Source: an optimization exercise on an open RTL-to-GDS flow (aim: small area). Production flows keep margins and buffers that such runs may drop. Only simulation tests tie the RTL to the original design; equivalence was not proved.

== run 1 ==
Design q100_core, start of the top module:
module q100_core
(
    input clk,
    input rst,
    output [12-1:0] itcm_addr_o,
    input  [32-1:0] itcm_din_i,
    output [17-1:0] dtcm_addr_o,
    output [4-1:0]       dtcm_we_o,
    output [32-1:0] dtcm_dout_o,
    input  [32-1:0] dtcm_din_i,
    output                        done_intr_o
);
localparam [6:0] OP_LUI   = 7'b0110111;
localparam [6:0] OP_AUIPC = 7'b0010111;
localparam [6:0] OP_JAL   = 7'b1101111;
localparam [6:0] OP_JALR  = 7'b1100111;
localparam [6:0] OP_BR    = 7'b1100011;
localparam [6:0] OP_LD    = 7'b0000011;
localparam [6:0] OP_ST    = 7'b0100011;
localparam [6:0] OP_IMM   = 7'b0010011;
localparam [6:0] OP_OP    = 7'b0110011;
localparam [6:0] OP_SYS   = 7'b1110011;
logic [31:0] pc, pc_d, instr_d;           
logic [31:0] d_ins, d_pc;                 
logic [31:0] e_ins, e_pc;                 
logic [31:0] e_xa, e_xb;                  
logic        e_bub;                       
logic        x_vld;                       
logic [31:0] x_tgt;
logic [2:0]  x_bd;
logic [31:0] x_res, x_rs2v;
logic        x_wb, x_ld, x_we0, x_we1, x_we23, x_csrw, x_csrv;
logic        f_ax, f_aw, f_bx, f_bw;     
logic [4:0]  x_rd;
logic        m_wb, m_ld, m_csrw, m_csrv;  
logic [31:0] m_res;
logic [4:0]  m_rd;
logic [31:0] rf [1:31];
logic        done;
logic keep;
wire [31:0] fa = x_vld ? x_tgt : pc;
assign itcm_addr_o = fa[12-1:0];
wire [31:0] fa4;
wire [32:2] inc_c;
assign fa4[1:0] = fa[1:0];
assign inc_c[2] = 1'b1;
generate
    for (genvar i = 2; i < 32; i++) begin : g_inc
  ...
Size in the first run: ~5300 cells after synthesis, roughly 1400 flip-flops, about 130 I/O pins, ~0.068 sq mm of cells after synthesis.
==> flow/config.mk <==
export PLATFORM = sky130hd
export DESIGN_NAME = q100_core
export DESIGN_NICKNAME = q100_core
export VERILOG_FILES = /design/flow/design.v
export SDC_FILE = /design/flow/constraint.sdc
export NUM_CORES = 4
export LEC_CHECK = 0
export CAP_MARGIN = 20
export CORE_MARGIN = 2
export CORE_UTILIZATION = 40
export CTS_CLUSTER_DIAMETER = 90
export CTS_CLUSTER_SIZE = 24
export SLEW_MARGIN = 20
export SYNTH_HIERARCHICAL = 1
export SYNTH_MINIMUM_KEEP_SIZE = 0
==> flow/constraint.sdc <==
create_clock -name core_clock -period 10.0 [get_ports {clk}]
set_input_delay 2.0000 -clock core_clock [delete_from_list [all_inputs] [get_ports {clk}]]
set_output_delay 2.0000 -clock core_clock [all_outputs]
set_load 0.01 [all_outputs]
run.sh (not shown) runs the stock make flow with config.mk's settings and CLKGATE_MAP_FILE= SYNTH_SCRIPT=/design/flow/synth_recipe.tcl, a recipe that flattens the netlist after the stock synthesis.
Looking at the reports, run 1 completed the entire flow and the layout it produced met the timing, DRC and antenna checks.
Changes in run 2 relative to run 1:
- clearing CTS_CLUSTER_DIAMETER, which used to be 90
- clearing CTS_CLUSTER_SIZE, which used to be 24
==> results.txt <==
Run 2 went all the way through synthesis, placement and routing and the layout is clean on timing, DRC and antenna.
From run 1 to run 2, number of ordinary inverters in the final layout did not move at all.
Final area came out higher on run 2 than on run 1.
Run 2 and run 1 ended up with nearly the same sequential power.
Run 1 → run 2: wire length on met3 has decreased, worst setup slack has increased.
The core utilization reported for run 2 is greater than that of run 1 by 1.5 points.
In run 2 relative to run 1, number of buffers created by CTS had gone up by more than 100%.
In run 2, initial antenna violation count is lower than in run 1.
[inputs] run 3 vs run 2
- CTS_CLUSTER_DIAMETER now 100, previously not set
- CTS_CLUSTER_SIZE now 28, previously not set
Results
Maximum vdd drop, run 3 vs run 2: up slightly
Reported for run 2 and run 3, aggregate global routing overflow turned out identical to the last digit.
Sort run 2 and run 3 by clock-buffer cell count desc -> top: run 2
Summary of the comparison: final cell count is lower in run 3, relative to run 2.
Looking at setup slack, run 3 sits 22 ps above run 2.
Relative to run 2, post-route clock period utilization decreased by 0.22 points in run 3.
Changes observed in run 3 relative to run 2: remaining max-slew budget at the tightest pin shows an increase of 0.39 points, fraction of met3 tracks used by global routing -0.55 points, aggregate routed wire length went down by 0.87%.
The inputs of run 4 differ from those of run 3 as listed below.
- CTS_CLUSTER_DIAMETER now 80, was 100
- CORE_UTILIZATION now 50, was 40
- CTS_CLUSTER_SIZE now 20, was 28
--- outcome ---
[run 4] area added between synthesis and finish rose 0.24 points relative to run 3. Diff run 4 and run 3: initial core utilization lower in run 3. Changes observed in run 4 relative to run 3: headroom to the max-slew limit went up by 1.0 points, via count of the first global-routing pass moved down.
Here is what was changed in the inputs of run 5 compared with run 4.
- CORE_UTILIZATION changed from 50 to 40
Notes after the runs:
- Looking only at worst slew margin relative to its limit, and setting everything else aside, the lower value of run 5 and run 4 goes to run 5.
- Taking run 4 as the reference point, the count of antenna diodes in the layout of run 5 falls by 11.
- Summary: clock skew, run 5 better than run 4

what the ideal ports hide:
How much do the figures lean on ideal ports? The routed layouts below were timed once more, with nothing changed but the port constraints. Step 1, drivers: a clkbuf_16 drives clk and a buf_2 each remaining input, both assumed. Step 2, shift: input delay + t, output delay - t, t = (earliest + latest rising clock arrival at the registers) / 2. This alone moves slack from input paths to output paths. a / b / c = ideal ports / drivers / drivers and shift; a / b = the first two.
run | t, ns | setup WS [ns] | worst data-port slew with drivers (ns)
run 1 | 0.798 | 0.780 / 0.829 / 0.031 | 0.07
run 2 | 0.881 | 0.812 / 0.861 / -0.020 | 0.06
run 3 | 0.839 | 0.834 / 0.899 / 0.061 | 0.07
run 4 | 0.791 | 0.546 / 0.586 / -0.205 | 0.05
run 5 | 0.788 | 0.850 / 0.891 / 0.103 | 0.07
Met with ideal ports but missed after step 2: setup timing in run 2 and run 4. The setup slack of run 2, which loses most, moves by +0.049 ns with the drivers and by -0.832 ns with both steps.
